Source: an optimization exercise on an open RTL-to-GDS flow (aim: small area, a short achievable clock period and few clock cycles). Production flows keep margins and buffers that such runs may drop.
In this exercise RTL edits were held to simulation tests only and were not proved equivalent to the original.
Power is estimated from default activity; no workload was simulated.

==> flow/design.v (outline; a module is shown in full before it is edited, if it fits) <==
// module booth_enc: 16 lines
// module mul24_csa: 1640 lines
// module tz_pad: 10 lines
// module fpadd_step1: 35 lines
// module fpadd_exc: 28 lines
// module fpadd_step2: 26 lines
// module fpadd_step3: 43 lines
// module fpadd_step4: 38 lines
// module relu_key: 6 lines
// module lt_tree: 22 lines
// module conv_pool: 274 lines
module conv_pool (clk, rst, in_valid, in_ready, in_w, in_x0, in_x1, in_x2, in_x3,
                  in_bias, in_last, out_valid, out_z);
  // ...
==> flow/flow/run.sh <==
#!/bin/bash
# Layout flow: the standard flow (standard.sh), with one change: the
# buffers that buffer_ports puts on every input and output port are buf_2
# cells instead of ORFS's default pick, the delay buffer clkdlybuf4s50_1.
set -euo pipefail
echo 'export BUFFER_PORTS_ARGS = -buffer_cell sky130_fd_sc_hd__buf_2' >> config.mk
bash standard.sh > standard.log 2>&1
==> flow/standard.sh <==
#!/bin/bash
# synth_recipe.tcl (not shown) runs the flow's synth.tcl, then flattens the netlist and writes it again
# the make line also repeats each setting of config.mk as NAME=value (left out here)
make -C /OpenROAD-flow-scripts/flow DESIGN_CONFIG=/design/flow/config.mk WORK_HOME=/design/flow/orfs CLKGATE_MAP_FILE= SYNTH_SCRIPT=/design/flow/synth_recipe.tcl "${@:-finish}"
==> flow/config.mk <==
export PLATFORM = sky130hd
export DESIGN_NAME = conv_pool
export DESIGN_NICKNAME = conv_pool
export VERILOG_FILES = /design/flow/design.v
export SDC_FILE = /design/flow/constraint.sdc
export NUM_CORES = 4
export LEC_CHECK = 0
export CAP_MARGIN = 70
export CORE_MARGIN = 2
export CORE_UTILIZATION = 40
export PLACE_DENSITY = 0.75
export SLEW_MARGIN = 70
export BUFFER_PORTS_ARGS = -buffer_cell sky130_fd_sc_hd__buf_2
==> flow/constraint.sdc <==
create_clock -name core_clock -period 11.0 [get_ports {clk}]
set_input_delay 2.2000 -clock core_clock [delete_from_list [all_inputs] [get_ports {clk}]]
set_output_delay 2.2000 -clock core_clock [all_outputs]
set_load 0.01 [all_outputs]
==> qor.csv, run 1 <==
metric,value,unit
status,no timing/DRC/antenna violations,
synth_area_leader_cell,dfxtp_1,
seqPwrFrac,24.4,%
syn_area_per_cell,9.49,um^2
mappedNetlistArea,40500,um^2
power_frac_comb,62.8,%
start_kind,flop,
antenna_found_initial,1,
critPathRequiredTime,11520,ps
period_share,36.3,%
largest-register,m1S,
cpPeakStageDelay,580,ps
stdcell_area,45400,um^2
synth_compound_area_share,15.7,%
crit_chain,inv_1 -> o22ai_1 -> xor2_1 -> fa_1 -> inv_1 -> fa_1 -> inv_1 -> fa_1 -> fa_1 -> inv_1 -> fa_1,
grt_pass1_vias,31300,
clk_latency,670,ps
top_usage_layer,met2,
crit_path_end_kind,flop,
routed_via_density,5.48,
largestRegisters,"m1S x48, m1C x47",
largest_class,multi-input combinational cells,
crit_buf_inv,4,
largest_reg_flops,48,
yosysUniqueCellTypes,98,
die_h,322,um
r2r_cells,11,
drc,0,
setup_viol,0,
Testbench counts, summed over its fixed seeds: cycles 17,796.
==> module conv_pool, before the edit <==
module conv_pool (clk, rst, in_valid, in_ready, in_w, in_x0, in_x1, in_x2, in_x3,
                  in_bias, in_last, out_valid, out_z);
   input clk;
   input rst;
   input in_valid;
   output in_ready;
   input [33:0] in_w;
   input [33:0] in_x0;
   input [33:0] in_x1;
   input [33:0] in_x2;
   input [33:0] in_x3;
   input [33:0] in_bias;
   input in_last;
   output reg out_valid;
   output [33:0] out_z;
   reg [1:0] slot;      
   reg [1:0] step;      
   reg bph;             
   reg lastr;           
   reg newvec;          
   wire adv = in_valid && (step == slot);
   reg rdy;
   assign in_ready = rdy;
   wire [1:0] slotN = slot + 2'd1;
   wire [1:0] stepN = adv ? step + 2'd1 : step;
   wire toBias = adv && (step == 2'd3) && !bph && lastr;
   wire accept = adv && (step == 2'd3) && (bph || !lastr);
   wire bphN = toBias ? 1'b1 : (accept ? 1'b0 : bph);
   wire lastrN = (adv && step == 2'd0 && !bph) ? in_last : lastr;
   always @(posedge clk) begin
      lastr <= lastrN;
      if (rst) begin
         slot <= 2'd0;
         step <= 2'd0;
         bph <= 1'b0;
         newvec <= 1'b1;
         rdy <= 1'b0;
      end else begin
         slot <= slotN;
         step <= stepN;
         bph <= bphN;
         if (accept)
            newvec <= bph;
         rdy <= (slotN == 2'd3) && (stepN == 2'd3) && (bphN || !lastrN);
      end
   end
   reg [33:0] xsel;
   always @(*) begin
      case (slot)
         2'd0: xsel = in_x0;
         2'd1: xsel = in_x1;
         2'd2: xsel = in_x2;
         default: xsel = in_x3;
      endcase
   end
   wire [33:0] xin = bph ? in_bias : xsel;
   wire [11:0] bneg, bone, btwo;
   booth_enc benc (.b({1'b1, in_w[22:0]}), .neg(bneg), .one(bone), .two(btwo));
   reg [33:0] aX;
   reg [22:0] aXfN;     
   reg [1:0] aWexc;
   reg aWsign;
   reg [7:0] aWexp;
   reg [11:0] aNeg, aOne, aTwo;
   reg [11:0] aNegN, aOneN, aTwoN;    
   reg aFirst, aBias;
   always @(posedge clk) begin
      aX[31:0] <= xin[31:0];
      aXfN <= ~xin[22:0];
      aX[33:32] <= adv ? xin[33:32] : 2'b00;
      aWexc <= (bph || !adv) ? 2'b01 : in_w[33:32];
      aWsign <= bph ? 1'b0 : in_w[31];
      aWexp <= bph ? 8'd127 : in_w[30:23];
      aNeg <= bph ? 12'h800 : bneg;
      aNegN <= bph ? ~12'h800 : ~bneg;
      aOneN <= bph ? ~12'd0 : ~bone;
      aTwoN <= bph ? ~12'h800 : ~btwo;
      aOne <= bph ? 12'd0 : bone;
      aTwo <= bph ? 12'h800 : btwo;
      aFirst <= adv && newvec && !bph;
   end
   always @(posedge clk) begin
      if (rst) aBias <= 1'b0;
      else aBias <= adv && bph;
   end
   wire [47:0] ps, pc;
   mul24_csa mul (.a({1'b1, aX[22:0]}), .aN({1'b0, aXfN}), .neg(aNeg), .one(aOne), .two(aTwo),
                 .negN(aNegN), .oneN(aOneN), .twoN(aTwoN), .s(ps), .c(pc));
   reg [3:0] excSel;
   reg [1:0] mExc;
   always @(*) begin
      case ({aX[33:32], aWexc})
         4'b0000, 4'b0001, 4'b0100: mExc = 2'b00;
         4'b0101: mExc = 2'b01;
         4'b0110, 4'b1001, 4'b1010: mExc = 2'b10;
         default: mExc = 2'b11;
      endcase
   end
   reg [47:0] m1S, m1C;
   reg [9:0] m1Exp;
   reg m1Sign;
   reg [1:0] m1Exc;
   reg m1First, m1Bias;
   always @(posedge clk) begin
      m1S <= ps;
      m1C <= pc;
      m1Exp <= {2'b00, aX[30:23]} + {2'b00, aWexp} - 10'd127;
      m1Sign <= aX[31] ^ aWsign;
      m1Exc <= mExc;
      m1First <= aFirst;
   end
   always @(posedge clk) begin
      if (rst) m1Bias <= 1'b0;
      else m1Bias <= aBias;
   end
   wire [47:0] prod = m1S + m1C;
   reg [25:0] m2P;
   reg m2St;
   reg [9:0] m2Exp;
   reg m2Sign;
   reg [1:0] m2Exc;
   reg m2First, m2Bias;
   always @(posedge clk) begin
      m2P <= prod[47:22];
      m2St <= |prod[21:0];
      m2Exp <= m1Exp;
      m2Sign <= m1Sign;
      m2Exc <= m1Exc;
      m2First <= m1First;
   end
   always @(posedge clk) begin
      if (rst) m2Bias <= 1'b0;
      else m2Bias <= m1Bias;
   end
   wire norm = m2P[25];
   wire [22:0] mFrac = norm ? m2P[24:2] : m2P[23:1];
   wire mRb = norm ? m2P[1] : m2P[0];
   wire mSt = norm ? (m2P[0] | m2St) : m2St;
   wire mRound = mRb & (mSt | mFrac[0]);
   wire [22:0] fracUp = mFrac + 23'd1;
   wire [22:0] mFracR = mRound ? fracUp : mFrac;
   wire carry = mRound & (&mFrac);
   wire [9:0] exp1 = m2Exp + 10'd1;
   wire [9:0] exp2 = m2Exp + 10'd2;
   wire [9:0] mExpR = (norm & carry) ? exp2 : ((norm | carry) ? exp1 : m2Exp);
   wire [32:0] mRounded = {mExpR, mFracR};
   reg [1:0] excPostNorm;
   always @(*) begin
      case (mRounded[32:31])
         2'b00: excPostNorm = 2'b01;
         2'b01: excPostNorm = 2'b10;
         default: excPostNorm = 2'b00;
      endcase
   end
   wire [1:0] finalExc = (m2Exc == 2'b01) ? excPostNorm : m2Exc;
   reg [33:0] P;
   reg pFirst, pBias;
   always @(posedge clk) begin
      P <= {finalExc, m2Sign, mRounded[30:0]};
      pFirst <= m2First;
   end
   always @(posedge clk) begin
      if (rst) pBias <= 1'b0;
      else pBias <= m2Bias;
   end
   reg [33:0] R;
   wire [33:0] accX = {pFirst ? 2'b00 : R[33:32], R[31] & ~pFirst, R[30:0]};
   wire [22:0] a1FracX;
   wire [7:0] a1ExpX;
   wire [25:0] a1FracY;
   wire [2:0] a1Shift;
   wire a1EffSub, a1Sticky, a1Rev;
   wire [6:0] a1ExcIn;
   fpadd_step1 add1 (.X(accX), .Y(P), .fracX(a1FracX), .expX(a1ExpX), .fracYc(a1FracY),
                     .shiftLo(a1Shift), .effSub(a1EffSub), .rev(a1Rev), .sticky(a1Sticky),
                     .excIn(a1ExcIn));
   reg [22:0] s1FracX;
   reg [7:0] s1ExpX;
   reg [25:0] s1FracY;
   reg [2:0] s1Shift, s1ShiftN;
   reg s1EffSub, s1Sticky, s1Rev, s1Bias;
   reg [6:0] s1ExcIn;
   always @(posedge clk) begin
      s1FracX <= a1FracX;
      s1ExpX <= a1ExpX;
      s1FracY <= a1FracY;
      s1Shift <= a1Shift;
      s1ShiftN <= ~a1Shift;
      s1EffSub <= a1EffSub;
      s1Sticky <= a1Sticky;
      s1Rev <= a1Rev;
      s1ExcIn <= a1ExcIn;
   end
   wire [12:0] a2SumLo;
   wire [13:0] a2SumHi0, a2SumHi1;
   wire a2CarryLo;
   wire a2Sticky;
   fpadd_step2 add2 (.fracX(s1FracX), .fracYc(s1FracY), .shiftLo(s1Shift), .shiftLoN(s1ShiftN), .effSub(s1EffSub), .rev(s1Rev),
                     .sticky(s1Sticky), .sumLo(a2SumLo), .carryLo(a2CarryLo),
                     .sumHi0(a2SumHi0), .sumHi1(a2SumHi1), .allSticky(a2Sticky));
   reg [12:0] s2SumLo;
   reg [13:0] s2SumHi0, s2SumHi1;
   reg s2CarryLo;
   wire a2SignR;
   wire [1:0] a2ExcRt;
   fpadd_exc addx (.excIn(s1ExcIn), .excRt(a2ExcRt), .signR(a2SignR));
   reg s2Sticky, s2EffSub, s2SignR, s2Bias;
   reg [7:0] s2ExpX;
   reg [1:0] s2ExcRt;
   always @(posedge clk) begin
      s2SumLo <= a2SumLo;
      s2CarryLo <= a2CarryLo;
      s2SumHi0 <= a2SumHi0;
      s2SumHi1 <= a2SumHi1;
      s2Sticky <= a2Sticky;
      s2ExpX <= s1ExpX;
      s2EffSub <= s1EffSub;
      s2SignR <= a2SignR;
      s2ExcRt <= a2ExcRt;
   end
   wire [27:0] a3Frac;
   wire [4:0] a3Count;
   wire a3Eq;
   fpadd_step3 add3 (.sumLo(s2SumLo), .carryLo(s2CarryLo), .sumHi0(s2SumHi0), .sumHi1(s2SumHi1),
                     .sticky(s2Sticky), .vc(a3Frac), .count(a3Count), .eqdiffsign(a3Eq));
   reg [7:0] s3ExpX;
   reg [27:0] s3Frac;
   reg [4:0] s3Count;
   reg [3:0] s3CountN;
   reg s3Eq, s3EffSub, s3SignR, s3Bias;
   reg [1:0] s3ExcRt;
   always @(posedge clk) begin
      s3ExpX <= s2ExpX;
      s3Frac <= a3Frac;
      s3Count <= a3Count;
      s3CountN <= ~a3Count[3:0];
      s3Eq <= a3Eq;
      s3EffSub <= s2EffSub;
      s3SignR <= s2SignR;
      s3ExcRt <= s2ExcRt;
   end
   wire [33:0] a4R;
   fpadd_step4 add4 (.expX(s3ExpX), .vc(s3Frac), .count(s3Count), .countN(s3CountN), .eqdiffsign(s3Eq),
                     .effSub(s3EffSub), .excRt(s3ExcRt), .signR(s3SignR), .R(a4R));
   reg rBias;
   always @(posedge clk) begin
      R <= a4R;
   end
   always @(posedge clk) begin
      if (rst) begin
         s1Bias <= 1'b0;
         s2Bias <= 1'b0;
         s3Bias <= 1'b0;
         rBias <= 1'b0;
      end else begin
         s1Bias <= pBias;
         s2Bias <= s1Bias;
         s3Bias <= s2Bias;
         rBias <= s3Bias;
      end
   end
   wire [31:0] key;
   relu_key rk (.X(R), .K(key));
   reg [31:0] mx;
   always @(posedge clk) begin
      if (rBias && (slot == 2'd0 || key > mx))
         mx <= key;
   end
   always @(posedge clk) begin
      if (rst) out_valid <= 1'b0;
      else out_valid <= rBias && (slot == 2'd3);
   end
   assign out_z = {1'b0, mx[31], 1'b0, mx[30:0]};
endmodule
==> inputs of run 2 (changes only) <==
--- a/flow/design.v
+++ b/flow/design.v
@@ -9,27 +9,28 @@
       wire lo = bx[2*i];
       wire m = bx[2*i+1];
       wire z = bx[2*i+2];
       assign neg[i] = z & ~(m & lo);
       assign one[i] = m ^ lo;
       assign two[i] = (z & ~m & ~lo) | (~z & m & lo);
    end endgenerate
 endmodule
-module mul24_csa (a, aN, neg, one, two, negN, oneN, twoN, s, c);
+module mul24_csa (a, aN, neg, one, two, negN, oneN, twoN, s, c, t);
    input [23:0] a;
    input [23:0] aN;      
    input [11:0] neg;
    input [11:0] one;
    input [11:0] two;
    input [11:0] negN;    
    input [11:0] oneN;    
    input [11:0] twoN;
    output [47:0] s;
    output [47:0] c;
+   output [47:0] t;
    wire s1;
    wire c2;
    wire s3;
    wire c4;
    wire s5;
    wire c6;
    wire s7;
    wire c8;
@@ -520,108 +521,16 @@
    wire s493;
    wire c494;
    wire s495;
    wire c496;
    wire s497;
    wire c498;
    wire s499;
    wire c500;
-   wire s501;
-   wire c502;
-   wire s503;
-   wire c504;
-   wire s505;
-   wire c506;
-   wire s507;
-   wire c508;
-   wire s509;
-   wire c510;
-   wire s511;
-   wire c512;
-   wire s513;
-   wire c514;
-   wire s515;
-   wire c516;
-   wire s517;
-   wire c518;
-   wire s519;
-   wire c520;
-   wire s521;
-   wire c522;
-   wire s523;
-   wire c524;
-   wire s525;
-   wire c526;
-   wire s527;
-   wire c528;
-   wire s529;
-   wire c530;
-   wire s531;
-   wire c532;
-   wire s533;
-   wire c534;
-   wire s535;
-   wire c536;
-   wire s537;
-   wire c538;
-   wire s539;
-   wire c540;
-   wire s541;
-   wire c542;
-   wire s543;
-   wire c544;
-   wire s545;
-   wire c546;
-   wire s547;
-   wire c548;
-   wire s549;
-   wire c550;
-   wire s551;
-   wire c552;
-   wire s553;
-   wire c554;
-   wire s555;
-   wire c556;
-   wire s557;
-   wire c558;
-   wire s559;
-   wire c560;
-   wire s561;
-   wire c562;
-   wire s563;
-   wire c564;
-   wire s565;
-   wire c566;
-   wire s567;
-   wire c568;
-   wire s569;
-   wire c570;
-   wire s571;
-   wire c572;
-   wire s573;
-   wire c574;
-   wire s575;
-   wire c576;
-   wire s577;
-   wire c578;
-   wire s579;
-   wire c580;
-   wire s581;
-   wire c582;
-   wire s583;
-   wire c584;
-   wire s585;
-   wire c586;
-   wire s587;
-   wire c588;
-   wire s589;
-   wire c590;
-   wire s591;
-   wire c592;
    wire bneg0 = neg[0];
    wire bone0 = one[0];
    wire btwo0 = two[0];
    wire [24:0] pp0;
    assign pp0[0] = ((bone0 & a[0]) | (btwo0 & 1'b0)) ^ bneg0;
    assign pp0[1] = ((bone0 & a[1]) | (btwo0 & a[0])) ^ bneg0;
    assign pp0[2] = ((bone0 & a[2]) | (btwo0 & a[1])) ^ bneg0;
    assign pp0[3] = ((bone0 & a[3]) | (btwo0 & a[2])) ^ bneg0;
@@ -1460,204 +1369,160 @@
    assign s493 = a[19] ^ s411 ^ c408;
    assign c494 = (a[19] & s411) | (a[19] & c408) | (s411 & c408);
    assign s495 = a[20] ^ 1'b1 ^ s413;
    assign c496 = (a[20] & 1'b1) | (a[20] & s413) | (1'b1 & s413);
    assign s497 = ~bneg10 ^ pp11[23] ^ a[21];
    assign c498 = (~bneg10 & pp11[23]) | (~bneg10 & a[21]) | (pp11[23] & a[21]);
    assign s499 = pp11[24] ^ a[22];
    assign c500 = pp11[24] & a[22];
-   assign s501 = pp0[2] ^ pp1[0];
-   assign c502 = pp0[2] & pp1[0];
-   assign s503 = pp0[3] ^ pp1[1];
-   assign c504 = pp0[3] & pp1[1];
-   assign s505 = pp2[0] ^ bneg2 ^ s415;
-   assign c506 = (pp2[0] & bneg2) | (pp2[0] & s415) | (bneg2 & s415);
-   assign s507 = pp2[1] ^ s417 ^ c416;
-   assign c508 = (pp2[1] & s417) | (pp2[1] & c416) | (s417 & c416);
-   assign s509 = s267 ^ s419 ^ c418;
-   assign c510 = (s267 & s419) | (s267 & c418) | (s419 & c418);
-   assign s511 = c268 ^ s421 ^ c420;
-   assign c512 = (c268 & s421) | (c268 & c420) | (s421 & c420);
-   assign s513 = c270 ^ s423 ^ c422;
-   assign c514 = (c270 & s423) | (c270 & c422) | (s423 & c422);
-   assign s515 = c274 ^ s425 ^ c424;
-   assign c516 = (c274 & s425) | (c274 & c424) | (s425 & c424);
-   assign s517 = c278 ^ s427 ^ c426;
-   assign c518 = (c278 & s427) | (c278 & c426) | (s427 & c426);
-   assign s519 = c282 ^ s429 ^ c428;
-   assign c520 = (c282 & s429) | (c282 & c428) | (s429 & c428);
-   assign s521 = c286 ^ s431 ^ c430;
-   assign c522 = (c286 & s431) | (c286 & c430) | (s431 & c430);
-   assign s523 = c290 ^ s433 ^ c432;
-   assign c524 = (c290 & s433) | (c290 & c432) | (s433 & c432);
-   assign s525 = c294 ^ s435 ^ c434;
-   assign c526 = (c294 & s435) | (c294 & c434) | (s435 & c434);
-   assign s527 = c298 ^ s437 ^ c436;
-   assign c528 = (c298 & s437) | (c298 & c436) | (s437 & c436);
-   assign s529 = c302 ^ s439 ^ c438;
-   assign c530 = (c302 & s439) | (c302 & c438) | (s439 & c438);
-   assign s531 = c306 ^ s441 ^ c440;
-   assign c532 = (c306 & s441) | (c306 & c440) | (s441 & c440);
-   assign s533 = c310 ^ s443 ^ c442;
-   assign c534 = (c310 & s443) | (c310 & c442) | (s443 & c442);
-   assign s535 = c314 ^ s445 ^ c444;
-   assign c536 = (c314 & s445) | (c314 & c444) | (s445 & c444);
-   assign s537 = c318 ^ s447 ^ c446;
-   assign c538 = (c318 & s447) | (c318 & c446) | (s447 & c446);
-   assign s539 = c322 ^ s449 ^ c448;
-   assign c540 = (c322 & s449) | (c322 & c448) | (s449 & c448);
-   assign s541 = c326 ^ s451 ^ c450;
-   assign c542 = (c326 & s451) | (c326 & c450) | (s451 & c450);
-   assign s543 = c330 ^ s453 ^ c452;
-   assign c544 = (c330 & s453) | (c330 & c452) | (s453 & c452);
-   assign s545 = c334 ^ s455 ^ c454;
-   assign c546 = (c334 & s455) | (c334 & c454) | (s455 & c454);
-   assign s547 = c338 ^ s457 ^ c456;
-   assign c548 = (c338 & s457) | (c338 & c456) | (s457 & c456);
-   assign s549 = c342 ^ s459 ^ c458;
-   assign c550 = (c342 & s459) | (c342 & c458) | (s459 & c458);
-   assign s551 = c346 ^ s461 ^ c460;
-   assign c552 = (c346 & s461) | (c346 & c460) | (s461 & c460);
-   assign s553 = c350 ^ s463 ^ c462;
-   assign c554 = (c350 & s463) | (c350 & c462) | (s463 & c462);
-   assign s555 = c354 ^ s465 ^ c464;
-   assign c556 = (c354 & s465) | (c354 & c464) | (s465 & c464);
-   assign s557 = c358 ^ s467 ^ c466;
-   assign c558 = (c358 & s467) | (c358 & c466) | (s467 & c466);
-   assign s559 = c362 ^ s469 ^ c468;
-   assign c560 = (c362 & s469) | (c362 & c468) | (s469 & c468);
-   assign s561 = c366 ^ s471 ^ c470;
-   assign c562 = (c366 & s471) | (c366 & c470) | (s471 & c470);
-   assign s563 = c370 ^ s473 ^ c472;
-   assign c564 = (c370 & s473) | (c370 & c472) | (s473 & c472);
-   assign s565 = c374 ^ s475 ^ c474;
-   assign c566 = (c374 & s475) | (c374 & c474) | (s475 & c474);
-   assign s567 = c378 ^ s477 ^ c476;
-   assign c568 = (c378 & s477) | (c378 & c476) | (s477 & c476);
-   assign s569 = c382 ^ s479 ^ c478;
-   assign c570 = (c382 & s479) | (c382 & c478) | (s479 & c478);
-   assign s571 = c386 ^ s481 ^ c480;
-   assign c572 = (c386 & s481) | (c386 & c480) | (s481 & c480);
-   assign s573 = c390 ^ s483 ^ c482;
-   assign c574 = (c390 & s483) | (c390 & c482) | (s483 & c482);
-   assign s575 = c394 ^ s485 ^ c484;
-   assign c576 = (c394 & s485) | (c394 & c484) | (s485 & c484);
-   assign s577 = c398 ^ s487 ^ c486;
-   assign c578 = (c398 & s487) | (c398 & c486) | (s487 & c486);
-   assign s579 = c402 ^ s489 ^ c488;
-   assign c580 = (c402 & s489) | (c402 & c488) | (s489 & c488);
-   assign s581 = c406 ^ s491 ^ c490;
-   assign c582 = (c406 & s491) | (c406 & c490) | (s491 & c490);
-   assign s583 = c410 ^ s493 ^ c492;
-   assign c584 = (c410 & s493) | (c410 & c492) | (s493 & c492);
-   assign s585 = c412 ^ s495 ^ c494;
-   assign c586 = (c412 & s495) | (c412 & c494) | (s495 & c494);
-   assign s587 = c414 ^ s497 ^ c496;
-   assign c588 = (c414 & s497) | (c414 & c496) | (s497 & c496);
-   assign s589 = 1'b1 ^ s499 ^ c498;
-   assign c590 = (1'b1 & s499) | (1'b1 & c498) | (s499 & c498);
-   assign s591 = ~bneg11 ^ a[23] ^ c500;
-   assign c592 = (~bneg11 & a[23]) | (~bneg11 & c500) | (a[23] & c500);
    assign s[0] = pp0[0];
    assign c[0] = bneg0;
+   assign t[0] = 1'b0;
    assign s[1] = pp0[1];
    assign c[1] = 1'b0;
-   assign s[2] = bneg1;
-   assign c[2] = s501;
-   assign s[3] = s503;
-   assign c[3] = c502;
-   assign s[4] = s505;
-   assign c[4] = c504;
-   assign s[5] = s507;
-   assign c[5] = c506;
-   assign s[6] = s509;
-   assign c[6] = c508;
-   assign s[7] = s511;
-   assign c[7] = c510;
-   assign s[8] = s513;
-   assign c[8] = c512;
-   assign s[9] = s515;
-   assign c[9] = c514;
-   assign s[10] = s517;
-   assign c[10] = c516;
-   assign s[11] = s519;
-   assign c[11] = c518;
-   assign s[12] = s521;
-   assign c[12] = c520;
-   assign s[13] = s523;
-   assign c[13] = c522;
-   assign s[14] = s525;
-   assign c[14] = c524;
-   assign s[15] = s527;
-   assign c[15] = c526;
-   assign s[16] = s529;
-   assign c[16] = c528;
-   assign s[17] = s531;
-   assign c[17] = c530;
-   assign s[18] = s533;
-   assign c[18] = c532;
-   assign s[19] = s535;
-   assign c[19] = c534;
-   assign s[20] = s537;
-   assign c[20] = c536;
-   assign s[21] = s539;
-   assign c[21] = c538;
-   assign s[22] = s541;
-   assign c[22] = c540;
-   assign s[23] = s543;
-   assign c[23] = c542;
-   assign s[24] = s545;
-   assign c[24] = c544;
-   assign s[25] = s547;
-   assign c[25] = c546;
-   assign s[26] = s549;
-   assign c[26] = c548;
-   assign s[27] = s551;
-   assign c[27] = c550;
-   assign s[28] = s553;
-   assign c[28] = c552;
-   assign s[29] = s555;
-   assign c[29] = c554;
-   assign s[30] = s557;
-   assign c[30] = c556;
-   assign s[31] = s559;
-   assign c[31] = c558;
-   assign s[32] = s561;
-   assign c[32] = c560;
-   assign s[33] = s563;
-   assign c[33] = c562;
-   assign s[34] = s565;
-   assign c[34] = c564;
-   assign s[35] = s567;
-   assign c[35] = c566;
-   assign s[36] = s569;
-   assign c[36] = c568;
-   assign s[37] = s571;
-   assign c[37] = c570;
-   assign s[38] = s573;
-   assign c[38] = c572;
-   assign s[39] = s575;
-   assign c[39] = c574;
-   assign s[40] = s577;
-   assign c[40] = c576;
-   assign s[41] = s579;
-   assign c[41] = c578;
-   assign s[42] = s581;
-   assign c[42] = c580;
-   assign s[43] = s583;
-   assign c[43] = c582;
-   assign s[44] = s585;
-   assign c[44] = c584;
-   assign s[45] = s587;
-   assign c[45] = c586;
-   assign s[46] = s589;
-   assign c[46] = c588;
-   assign s[47] = s591;
-   assign c[47] = c590;
+   assign t[1] = 1'b0;
+   assign s[2] = pp0[2];
+   assign c[2] = pp1[0];
+   assign t[2] = bneg1;
+   assign s[3] = pp0[3];
+   assign c[3] = pp1[1];
+   assign t[3] = 1'b0;
+   assign s[4] = pp2[0];
+   assign c[4] = bneg2;
+   assign t[4] = s415;
+   assign s[5] = pp2[1];
+   assign c[5] = s417;
+   assign t[5] = c416;
+   assign s[6] = s267;
+   assign c[6] = s419;
+   assign t[6] = c418;
+   assign s[7] = c268;
+   assign c[7] = s421;
+   assign t[7] = c420;
+   assign s[8] = c270;
+   assign c[8] = s423;
+   assign t[8] = c422;
+   assign s[9] = c274;
+   assign c[9] = s425;
+   assign t[9] = c424;
+   assign s[10] = c278;
+   assign c[10] = s427;
+   assign t[10] = c426;
+   assign s[11] = c282;
+   assign c[11] = s429;
+   assign t[11] = c428;
+   assign s[12] = c286;
+   assign c[12] = s431;
+   assign t[12] = c430;
+   assign s[13] = c290;
+   assign c[13] = s433;
+   assign t[13] = c432;
+   assign s[14] = c294;
+   assign c[14] = s435;
+   assign t[14] = c434;
+   assign s[15] = c298;
+   assign c[15] = s437;
+   assign t[15] = c436;
+   assign s[16] = c302;
+   assign c[16] = s439;
+   assign t[16] = c438;
+   assign s[17] = c306;
+   assign c[17] = s441;
+   assign t[17] = c440;
+   assign s[18] = c310;
+   assign c[18] = s443;
+   assign t[18] = c442;
+   assign s[19] = c314;
+   assign c[19] = s445;
+   assign t[19] = c444;
+   assign s[20] = c318;
+   assign c[20] = s447;
+   assign t[20] = c446;
+   assign s[21] = c322;
+   assign c[21] = s449;
+   assign t[21] = c448;
+   assign s[22] = c326;
+   assign c[22] = s451;
+   assign t[22] = c450;
+   assign s[23] = c330;
+   assign c[23] = s453;
+   assign t[23] = c452;
+   assign s[24] = c334;
+   assign c[24] = s455;
+   assign t[24] = c454;
+   assign s[25] = c338;
+   assign c[25] = s457;
+   assign t[25] = c456;
+   assign s[26] = c342;
+   assign c[26] = s459;
+   assign t[26] = c458;
+   assign s[27] = c346;
+   assign c[27] = s461;
+   assign t[27] = c460;
+   assign s[28] = c350;
+   assign c[28] = s463;
+   assign t[28] = c462;
+   assign s[29] = c354;
+   assign c[29] = s465;
+   assign t[29] = c464;
+   assign s[30] = c358;
+   assign c[30] = s467;
+   assign t[30] = c466;
+   assign s[31] = c362;
+   assign c[31] = s469;
+   assign t[31] = c468;
+   assign s[32] = c366;
+   assign c[32] = s471;
+   assign t[32] = c470;
+   assign s[33] = c370;
+   assign c[33] = s473;
+   assign t[33] = c472;
+   assign s[34] = c374;
+   assign c[34] = s475;
+   assign t[34] = c474;
+   assign s[35] = c378;
+   assign c[35] = s477;
+   assign t[35] = c476;
+   assign s[36] = c382;
+   assign c[36] = s479;
+   assign t[36] = c478;
+   assign s[37] = c386;
+   assign c[37] = s481;
+   assign t[37] = c480;
+   assign s[38] = c390;
+   assign c[38] = s483;
+   assign t[38] = c482;
+   assign s[39] = c394;
+   assign c[39] = s485;
+   assign t[39] = c484;
+   assign s[40] = c398;
+   assign c[40] = s487;
+   assign t[40] = c486;
+   assign s[41] = c402;
+   assign c[41] = s489;
+   assign t[41] = c488;
+   assign s[42] = c406;
+   assign c[42] = s491;
+   assign t[42] = c490;
+   assign s[43] = c410;
+   assign c[43] = s493;
+   assign t[43] = c492;
+   assign s[44] = c412;
+   assign c[44] = s495;
+   assign t[44] = c494;
+   assign s[45] = c414;
+   assign c[45] = s497;
+   assign t[45] = c496;
+   assign s[46] = 1'b1;
+   assign c[46] = s499;
+   assign t[46] = c498;
+   assign s[47] = ~bneg11;
+   assign c[47] = a[23];
+   assign t[47] = c500;
 endmodule
 module tz_pad (f, tz);
    input [22:0] f;
    output reg [4:0] tz;
    integer i;
    always @(*) begin
       tz = 5'd25;
       for (i = 22; i >= 0; i = i - 1)
@@ -1942,47 +1807,50 @@
       aOne <= bph ? 12'd0 : bone;
       aTwo <= bph ? 12'h800 : btwo;
       aFirst <= adv && newvec && !bph;
    end
    always @(posedge clk) begin
       if (rst) aBias <= 1'b0;
       else aBias <= adv && bph;
    end
-   wire [47:0] ps, pc;
+   wire [47:0] ps, pc, pt;
    mul24_csa mul (.a({1'b1, aX[22:0]}), .aN({1'b0, aXfN}), .neg(aNeg), .one(aOne), .two(aTwo),
-                 .negN(aNegN), .oneN(aOneN), .twoN(aTwoN), .s(ps), .c(pc));
+                 .negN(aNegN), .oneN(aOneN), .twoN(aTwoN), .s(ps), .c(pc), .t(pt));
    reg [3:0] excSel;
    reg [1:0] mExc;
    always @(*) begin
       case ({aX[33:32], aWexc})
          4'b0000, 4'b0001, 4'b0100: mExc = 2'b00;
          4'b0101: mExc = 2'b01;
          4'b0110, 4'b1001, 4'b1010: mExc = 2'b10;
          default: mExc = 2'b11;
       endcase
    end
-   reg [47:0] m1S, m1C;
+   reg [47:0] m1S, m1C, m1T;
    reg [9:0] m1Exp;
    reg m1Sign;
    reg [1:0] m1Exc;
    reg m1First, m1Bias;
    always @(posedge clk) begin
       m1S <= ps;
       m1C <= pc;
+      m1T <= pt;
       m1Exp <= {2'b00, aX[30:23]} + {2'b00, aWexp} - 10'd127;
       m1Sign <= aX[31] ^ aWsign;
       m1Exc <= mExc;
       m1First <= aFirst;
    end
    always @(posedge clk) begin
       if (rst) m1Bias <= 1'b0;
       else m1Bias <= aBias;
    end
-   wire [47:0] prod = m1S + m1C;
+   wire [47:0] rowS = m1S ^ m1C ^ m1T;
+   wire [47:0] rowC = (m1S & m1C) | (m1S & m1T) | (m1C & m1T);
+   wire [47:0] prod = rowS + {rowC[46:0], 1'b0};
    reg [25:0] m2P;
    reg m2St;
    reg [9:0] m2Exp;
    reg m2Sign;
    reg [1:0] m2Exc;
    reg m2First, m2Bias;
    always @(posedge clk) begin
       m2P <= prod[47:22];
==> run 2 against run 1 <==
Net effect:
- maximum frequency rose by 3.7%
- critical path depth rose by 2
- count of clock-buffer cells in the layout fell by 15
- critical path type unchanged
- critical endpoint is now s1FracY[24]$_DFF_P_
- largest power group unchanged
==> qor.csv, run 2 <==
metric,value,unit,change
status,no timing/DRC/antenna violations,,unchanged
p_per_area,376,nW/um^2,was 372 nW/um^2
dp_hpwl,90000,um,was 87100 um
largest-register,m1S,,unchanged
vias,31900,,was 31600
finish.utilization,45.1,%,was 45.3%
finalMaxSlewViolations,0,,unchanged
vdd_drop_max,0.218,mV,was 0.209 mV
synth_warnings,4,,unchanged
path_max_fanout,10,,was 8
ys_ff_latch,629,,was 586
die_h,323,um,was 322 um
syn_area_per_cell,9.51,um^2,was 9.49 um^2
io_buffers,241,,unchanged
ioPinCount,244,,unchanged
period_minus_slack,3860,ps,was 4000 ps
place_inst,5688,,was 5647
area_growth,12.3,%,was 12.1%
nNetsFinal,5082,,was 5048
antenna_found_initial,8,,was 1
skew,24.6,ps,was 42.1 ps
grt_pass1_wl,178000,um,was 174000 um
timing_worst_setup_path_type,reg -> reg,,unchanged
synthAdderAreaFrac,19.7,%,about the same
crit_path_end_kind,flop,,unchanged
layout_commonest_cell,dfxtp_1,,was inv_1
die-area,104000,um^2,about the same
fp.coreArea,101000,um^2,was 100000 um^2
clk_latency,650,ps,was 670 ps
drive_gt1_share,15.0,%,was 16.0%
cts_root_buf,clkbuf_16,,unchanged
yosysUniqueCellTypes,87,,was 98
period_share,35.1,%,was 36.3%
synthTopCellsByArea,"dfxtp_1 29%, fa_1 13%, xnor2_1 7.3%",,"was dfxtp_1 27%, fa_1 13%, ha_1 7.1%"
finalHoldViolCount,0,,unchanged
clkTransAtPathRegs,70,ps,about the same
clockBufferDepth,3,,unchanged
clock.fmax,259,MHz,was 250 MHz
gr-usage-all-layers,21.7,%,was 21.1%
largestRegisters,"m1S x47, m1C x46, m1T x45",,"was m1S x48, m1C x47"
whs,326,ps,was 323 ps
placed_area,43300,um^2,was 43100 um^2
p_leak,19.6,nW,was 19.4 nW
tns,0,ps,unchanged
cts_resized,0,,unchanged
final_cell_mix,"490 x dfxtp_1, 446 x inv_1, 336 x xnor2_1, 257 x fa_1, 251 x buf_2",,"was 453 x inv_1, 440 x dfxtp_1, 306 x xnor2_1, 255 x fa_1, 245 x buf_2"
synth_edf_count,32,,unchanged
die_w,323,um,was 322 um
seq_area,13100,um^2,was 12200 um^2
rows,117,,was 116
critPathRequiredTime,11590,ps,was 11520 ps
yosysTopAreaCellShare,29.3,%,was 27.4%
synth_compound_area_share,15.2,%,was 15.7%
gp_congestion,0.956,,about the same
htree_levels,2,,unchanged
clock-sinks,629,,was 586
start_kind,flop,,unchanged
synthCells,4286,,was 4274
fillCellCount,9479,,was 9399
drt_iter0_drc,2931,,was 3069
yosys.area_share.simple,10.2,%,was 10.6%
cts_tree,yes,,unchanged
final_cells,5808,,was 5762
synth_area_leader_cell,dfxtp_1,,unchanged
stdcell_area,45800,um^2,was 45400 um^2
synthArstFlopShare,0,%,unchanged
grt_max_degree,77,,was 65
multi_input_area,25400,um^2,was 26000 um^2
largest_reg_flops,47,,was 48
worstHoldPathType,reg -> reg,,unchanged
drc,0,,unchanged
grt_pass1_vias,31700,,was 31300
synth_top_flop_cell,dfxtp_1,,unchanged
numCtsBuffers,61,,was 60
mappedNetlistArea,40800,um^2,was 40500 um^2
cts_setup_buffers,0,,unchanged
firstDrtPassIters,10,,was 9
rsz0062_at_grt,no,,unchanged
routed_via_density,5.50,,was 5.48
postCtsHoldBufs,0,,unchanged
start_util,40.2,%,was 40.4%
antenna_left,0,,unchanged
avgRoutedWirePerCell,19.7,um,was 19.4 um
setup_viol,0,,unchanged
max_cap_viol_count,0,,unchanged
synthTopCellsByCount,"597 x dfxtp_1, 465 x inv_1, 338 x xnor2_1, 257 x fa_1, 229 x ha_1",,"was 554 x dfxtp_1, 471 x inv_1, 306 x xnor2_1, 255 x fa_1, 230 x ha_1"
yosys.area_share.xor_xnor,11.0,%,was 10.9%
grt-ovfl-total,0,,unchanged
yosysMostFrequentCell,dfxtp_1,,unchanged
wl,115000,um,was 112000 um
ys_seq_area_share,31.7,%,was 29.7%
synth_mux_area_share,5.41,%,was 6.26%
crit_arrival,4440,ps,was 4520 ps
synth_top_family_by_area,adder cells,,unchanged
[run 2: cell types whose count changed after synthesis, sizes merged, moves of 21 or more]
cell    before  now
xnor2      306  338
nand2b      49   27
mux2i       86  112
xor2       197  176
dfxtp      554  597
mux4        63   34
[run 2: final timing paths]
| check | startpoint | to | slack [ps] | cells after the start |
|---|---|---|---|---|
| worst min register to register | s2EffSub$_DFF_P_ | s3EffSub$_DFF_P_ | 330 | 0 |
| worst max-delay path | R[23]$_DFF_P_ | s1FracY[24]$_DFF_P_ | 7140 | 13 |
| worst max register to register | R[23]$_DFF_P_ | s1FracY[24]$_DFF_P_ | 7140 | 13 |
| worst min-delay path | s2EffSub$_DFF_P_ | s3EffSub$_DFF_P_ | 330 | 0 |
[run 2: layout make-up]
| cell class | count | share of cell area [%] |
|---|---|---|
| repair buffers | 284 | 3.51 |
| diodes | 4 | 0.0219 |
| multi-input cells | 2939 | 55.5 |
| clock inverters | 39 | 1.09 |
| inverters | 473 | 3.88 |
| flip-flops and latches | 629 | 28.6 |
| well taps | 1368 | 3.74 |
| clock buffers | 72 | 3.72 |
[run 2: metal layers]
metal	track usage (%)	vias up	part of all wire, %	wire length, um
met5	0	-	0.010	12
met4	9.36	2	4.3	4900
met3	4.24	286	8.2	9430
met2	35.6	1414	46	52800
met1	27.8	15300	41	47500
li1	-	14900	-	-
[run 2: where the power goes]
group / total, mW / leakage (nW) / internal [mW] / switching (mW)
Combinational: 10.6 / 13.2 / 4.60 / 5.99
Sequential: 4.35 / 5.30 / 3.31 / 1.04
Clock: 2.29 / 1.07 / 1.33 / 0.960
Total: 17.2 / 19.6 / 9.24 / 7.99
[run 2: stage by stage]
stage / total power, mW / setup WS [ps]
2_1_floorplan: 11.8 / 7220
6_report: 17.2 / 7140
4_1_cts: 17.0 / 7120
3_3_place_gp: 14.2 / 6710
3_5_place_dp: 14.6 / 7140
5_1_grt: 18.7 / 6840
[run 2: cell families after synthesis]
kind of cell,count (synthesis)
xor+xnor,514
flops,629
buf+inv,719
fa+ha+maj,487
other cells,1
compound gates,942
simple gates,821
mux,173
[run 2: worst max-delay path, stage by stage (launching register included)]
cell and delay, ps:
dfxtp_1 440, inv_1 110, ha_1 220, fa_1 420, nor2b_1 120, o21ai_0 110
a21oi_1 350, o21a_1 200, mux2i_1 80, o2bb2ai_1 260, nand2_1 220, or4_1 750
nor2_2 320, a22o_1 210
Testbench counts of run 2, summed over its fixed seeds: cycles 17,796.

-- re-timing with driven ports --
How much do the figures lean on ideal ports? The routed layouts below were timed once more, with nothing changed but the port constraints.
Step 1 (the two cells are an assumption about what drives the block):
set clk [get_ports {clk}]
set_driving_cell -lib_cell sky130_fd_sc_hd__clkbuf_16 $clk
set_driving_cell -lib_cell sky130_fd_sc_hd__buf_2 [delete_from_list [all_inputs] $clk]
Step 2 times the ports against the registers' clock, not the clock port: input delays grow and output delays shrink by t, the midpoint of the rising clock arrivals with the driver on.
Three values: no drivers, after step 1, after step 2; two values: the first two.
run | t, ns | setup slack, ns | pins driven straight from the clock port
run 1 | 0.710 | 7.003 / 7.003 / 7.003 | 1
run 2 | 0.700 | 7.144 / 7.144 / 7.128 | 1
After both steps every run listed still meets setup and hold. For run 2, which loses most, drivers alone change the setup slack by 0.000 ns; drivers and shift together by -0.016 ns.
